This is an optimization exercise on Yosys and OpenROAD, whose aim is small area, a short achievable clock period and few clock cycles, not a production implementation. Where RTL was checked, it was by simulation tests only, not by an equivalence proof against the original. Power is estimated from default activity; no workload was simulated.

Design Sobel, start of the top module:
module Sobel (
    input         ap_clk,
    input         ap_rst,
    input         ap_start,
    output        ap_done,
    output        ap_idle,
    output        ap_ready,
    input  [31:0] p_src_mat_rows_read,
    input  [31:0] p_src_mat_cols_read,
    output [11:0] p_src_mat_data_V_address0,
    output        p_src_mat_data_V_ce0,
    input  [7:0]  p_src_mat_data_V_q0,
    output [11:0] p_dst_matx_data_V_address0,
    output        p_dst_matx_data_V_ce0,
    output        p_dst_matx_data_V_we0,
    output [7:0]  p_dst_matx_data_V_d0,
    output [11:0] p_dst_maty_data_V_address0,
    output        p_dst_maty_data_V_ce0,
    output        p_dst_maty_data_V_we0,
    output [7:0]  p_dst_maty_data_V_d0
);
export LEC_CHECK = 0
export CAP_MARGIN = 20
export CORE_MARGIN = 2
export CORE_UTILIZATION = 70
export CTS_CLUSTER_DIAMETER = 80
export CTS_CLUSTER_SIZE = 32
export SETUP_SLACK_MARGIN = 2.7
export SLEW_MARGIN = 20
export BUFFER_PORTS_ARGS = -buffer_cell sky130_fd_sc_hd__buf_1
create_clock -name core_clock -period 5.0 [get_ports {ap_clk}]
standard.sh (not shown) runs the stock make flow with config.mk's settings and CLKGATE_MAP_FILE= SYNTH_SCRIPT=/design/flow/synth_recipe.tcl, a recipe that flattens the netlist after the stock synthesis.
==> flow/flow/run.sh <==
#!/bin/bash
# Standard layout flow; only the cell used to buffer the ports is chosen
# (sky130_fd_sc_hd__buf_1 instead of the tool's default pick).
set -o pipefail
cp standard.sh standard_sh_copy.log
cp config.mk config_orig.log
echo 'export BUFFER_PORTS_ARGS = -buffer_cell sky130_fd_sc_hd__buf_1' >> config.mk
bash standard.sh > standard_run.log 2>&1
The starting point passed the timing, design-rule and antenna checks.
Testbench counts at the start, summed over its fixed seeds: cycles 82,208.
==> next run, changes <==
Settings changed: CORE_UTILIZATION 70 to 55.
Result:
- The changed run went through all stages and came out clean
- total power is higher by 3.7%
- cell area is higher by about 1.6%
- critical path depth stays the same
- die area is higher by about 27%
- synthesized cell count does not change
- core utilization is lower by 16 points
==> next run, changes <==
Settings changed: SETUP_SLACK_MARGIN 2.7 to 2.5.
Outcome:
- The new run finished with timing, DRC and antenna clean
- synthesized cell count is unchanged
- clock power is about the same
- cell count shrinks by 1.1%
- total power falls by 1.3%
- critical path depth goes up by 1

========
Another version of the RTL of Sobel (not shown whole).
For scale: roughly 530 flip-flops, roughly 140 I/O pins.
// Sobel
module Sobel (
    input         ap_clk,
    input         ap_rst,
    input         ap_start,
    output        ap_done,
    output        ap_idle,
    output        ap_ready,
    input  [31:0] p_src_mat_rows_read,
    input  [31:0] p_src_mat_cols_read,
    output [11:0] p_src_mat_data_V_address0,
    output        p_src_mat_data_V_ce0,
    input  [7:0]  p_src_mat_data_V_q0,
    output [11:0] p_dst_matx_data_V_address0,
    output        p_dst_matx_data_V_ce0,
    output        p_dst_matx_data_V_we0,
    output [7:0]  p_dst_matx_data_V_d0,
    output [11:0] p_dst_maty_data_V_address0,
    output        p_dst_maty_data_V_ce0,
    output        p_dst_maty_data_V_we0,
    output [7:0]  p_dst_maty_data_V_d0
);
localparam NS = 4;             
localparam H  = 1 << NS;       
localparam PW = NS + 1;        
wire [12:0] R_in = p_src_mat_rows_read[12:0];
wire [6:0]  C_in = p_src_mat_cols_read[6:0];
wire [12:0] R_m3  = R_in - 2'd3;
wire [7:0]  kc_in = (R_in <= 13'd2) ? 8'd0 : R_m3[NS +: 8];
wire [PW-1:0] vll = (R_in <= 13'd2) ? 1'b1 : {1'b0, R_m3[NS-1:0]} + 1'b1;
reg          busy;             
reg          run;              
reg  [6:0]   cc;               
reg  [7:0]   kc;               
reg          nfull;            
reg          last;             
reg  [PW-1:0] vlen;            
reg  [PW-1:0] p;               
reg          colend;           
reg          cn;               
reg          r1;               
reg          bub;              
reg  [5:0]   cr;               
reg          lastcol;          
reg          col0, col1;       
reg          c1;               
reg          k_row, k_col, k_new;   
reg          k_ov;             
reg          flush;            
reg          ovl;              
reg          s0;               
reg          t0;               
reg  [11:0]  rd;               
reg  [11:0]  cb;               
reg          rdce;
wire accept  = !busy && ap_start;
  ...
==> flow/config.mk <==
export PLATFORM = sky130hd
export DESIGN_NAME = Sobel
export DESIGN_NICKNAME = Sobel
export VERILOG_FILES = /design/flow/design.v
export SDC_FILE = /design/flow/constraint.sdc
export NUM_CORES = 4
export LEC_CHECK = 0
export CAP_MARGIN = 20
export CORE_MARGIN = 2
export CORE_UTILIZATION = 55
export CTS_CLUSTER_DIAMETER = 80
export CTS_CLUSTER_SIZE = 32
export PLACE_DENSITY = 0.9
export SETUP_SLACK_MARGIN = 2.65
export SLEW_MARGIN = 20
export BUFFER_PORTS_ARGS = -buffer_cell sky130_fd_sc_hd__buf_1
==> flow/constraint.sdc <==
create_clock -name core_clock -period 5.0 [get_ports {ap_clk}]
set_input_delay 1.0000 -clock core_clock [delete_from_list [all_inputs] [get_ports {ap_clk}]]
set_output_delay 1.0000 -clock core_clock [all_outputs]
set_load 0.01 [all_outputs]
Scripts as last shown in full above: flow/flow/run.sh
Testbench counts at the start, summed over its fixed seeds: cycles 82,208.
Edit:
--- a/flow/config.mk
+++ b/flow/config.mk
@@ -11,5 +11,4 @@
 export CTS_CLUSTER_DIAMETER = 80
 export CTS_CLUSTER_SIZE = 32
-export PLACE_DENSITY = 0.9
 export SETUP_SLACK_MARGIN = 2.65
 export SLEW_MARGIN = 20
The new run completed with no timing, DRC or antenna violations.
Die area does not change.
First-iteration DRC count drops by 39%.
Routed wire length went down by 4.2%.
Global-route usage came out lower by 0.17 points.
Critical path depth stays the same.
Total power went up by 1.5%.
Combinational power fell by about 3%.
Cell area is higher by 0.96%.
Non-clock buffer count grows by 1.
Setup slack gains 0.064 ns.
Sequential share of layout area fell by 0.46 points.
Edit:
--- a/flow/config.mk
+++ b/flow/config.mk
@@ -8,8 +8,8 @@
 export CAP_MARGIN = 20
 export CORE_MARGIN = 2
-export CORE_UTILIZATION = 55
+export CORE_UTILIZATION = 45
 export CTS_CLUSTER_DIAMETER = 80
 export CTS_CLUSTER_SIZE = 32
-export SETUP_SLACK_MARGIN = 2.65
+export SETUP_SLACK_MARGIN = 2.6
 export SLEW_MARGIN = 20
 export BUFFER_PORTS_ARGS = -buffer_cell sky130_fd_sc_hd__buf_1
Utilization goes down by 11 points.
Non-clock buffer count is lower by 3.
Fmax came out lower slightly.
Via count came out higher slightly.
Register-to-register slack got worse by 0.02 ns.
Setup slack is worse by 0.018 ns.
Wire length increases slightly.
Sequential power is about the same.
Clock skew is lower by 0.0046 ns.
Edit:
--- a/flow/config.mk
+++ b/flow/config.mk
@@ -8,5 +8,5 @@
 export CAP_MARGIN = 20
 export CORE_MARGIN = 2
-export CORE_UTILIZATION = 45
+export CORE_UTILIZATION = 55
 export CTS_CLUSTER_DIAMETER = 80
 export CTS_CLUSTER_SIZE = 32
Outcome: Via count decreases by 0.81%. Routed wire length goes up by 0.65%. Fmax is about the same. Synthesized cell count is unchanged. Power fell by 3.4%. Die area decreases by 18%. Register-to-register slack stays flat. Clock skew stays flat. Worst setup slack is about the same. Cell count drops by 4.3%.
Edit:
--- a/flow/config.mk
+++ b/flow/config.mk
@@ -11,5 +11,5 @@
 export CTS_CLUSTER_DIAMETER = 80
 export CTS_CLUSTER_SIZE = 32
-export SETUP_SLACK_MARGIN = 2.6
+export SETUP_SLACK_MARGIN = 2.7
 export SLEW_MARGIN = 20
 export BUFFER_PORTS_ARGS = -buffer_cell sky130_fd_sc_hd__buf_1
Worst hold slack got worse by 0.0051 ns.
Sequential power is about the same.
Area after synthesis stays the same.
Wire length grows by 1.1%.
Fmax grows by 0.78%.
Cell count grows by 0.95%.
Combinational power grows by about 8%.
Global-route usage grows by 0.35 points.
Setup slack improved by 0.018 ns.
First-iteration DRC count shrinks by 1.3%.

========
the previous run:
Another version of the RTL of Sobel (not shown whole).
For scale: roughly 1700 cells after synthesis, ~550 flip-flops, about 140 I/O pins, about 20000 sq um of cells after synthesis.
Settings: LEC_CHECK=0, CAP_MARGIN=20, CORE_MARGIN=2, CORE_UTILIZATION=70, CTS_CLUSTER_DIAMETER=80, CTS_CLUSTER_SIZE=32, SETUP_SLACK_MARGIN=2.5, SLEW_MARGIN=20, BUFFER_PORTS_ARGS=-buffer_cell sky130_fd_sc_hd__buf_1; clock period 5.0 ns.
Scripts as last shown in full above: flow/flow/run.sh
The previous run finished every step from synthesis to the final layout, and the layout passed the timing, design-rule and antenna checks.
For the current run, these inputs were changed with respect to the previous run:
- CORE_UTILIZATION: 70 -> 55
--- outcome ---
- The current run vs the previous run, slowest cell on the critical path: fa_1 vs buf_1
- Relative to the previous run, chip height has gone up in the current run.
- Summary: with the previous run as the reference, routed via count divided by cell count in the current run moved down by a few percent.
- Diff the previous run -> the current run: sequential portion of the cell area shows a reduction of 0.72 points; number of non-filler instances in the completed layout grew by 93.
- Of the current run and the previous run, the higher cell area belongs to the current run.
- Count of placed standard cells including taps was higher in the run labelled the current run.
- Overall routing resource usage, the current run and the previous run, lower one = the current run.
- Diff the previous run -> the current run | maximum single-stage delay on the critical path | increase of 0.23 ns
- The current run vs. the previous run: pre-CTS setup slack went down 0.48 ns; maximum number of pins on one net before global-route repair moved up; non-clock buffer count now sits higher.
No functional check of the RTL was part of any run of this note.

[port drivers added, routing unchanged]
No port has a modelled driver above. Below, the same layouts with a new extraction and two added sets of constraints.
Step 1 (the two cells are an assumption about what drives the block):
set clk [get_ports {ap_clk}]
set_driving_cell -lib_cell sky130_fd_sc_hd__clkbuf_16 $clk
set_driving_cell -lib_cell sky130_fd_sc_hd__buf_2 [delete_from_list [all_inputs] $clk]
Step 2 adds t to the input delays and takes it off the output delays; t is the mean of the earliest and latest rising clock arrival at the registers after step 1. Input paths then give back, and output paths get back, about the clock's delay inside the block.
Slacks: ideal / step 1 / step 2; pairs: ideal / step 1.
| run | t, ns | slack for setup (ns) | hold slack, ns |
|---|---|---|---|
| the first run of note 1 | 0.591 | 2.621 / 2.621 / 2.091 | 0.330 / 0.330 / 0.330 |
| the second run of note 1 | 0.614 | 2.640 / 2.640 / 2.076 | 0.323 / 0.323 / 0.323 |
| the third run of note 1 | 0.611 | 2.569 / 2.569 / 1.994 | 0.331 / 0.331 / 0.331 |
| the first run of note 2 | 0.588 | 2.578 / 2.578 / 2.160 | 0.311 / 0.311 / 0.311 |
| the second run of note 2 | 0.605 | 2.643 / 2.630 / 2.135 | 0.330 / 0.330 / 0.330 |
| the third run of note 2 | 0.623 | 2.625 / 2.625 / 2.116 | 0.315 / 0.315 / 0.315 |
| the fourth run of note 2 | 0.597 | 2.628 / 2.609 / 2.126 | 0.317 / 0.317 / 0.317 |
| the fifth run of note 2 | 0.607 | 2.646 / 2.646 / 2.124 | 0.312 / 0.312 / 0.312 |
| the previous run | 0.597 | 2.589 / 2.567 / 2.302 | 0.313 / 0.313 / 0.313 |
| the current run | 0.613 | 2.608 / 2.582 / 2.173 | 0.328 / 0.328 / 0.328 |
After both steps setup and hold are still met in every run listed. The setup slack of the third run of note 1, which loses most, moves by 0.000 ns with the drivers and by -0.575 ns with both steps.
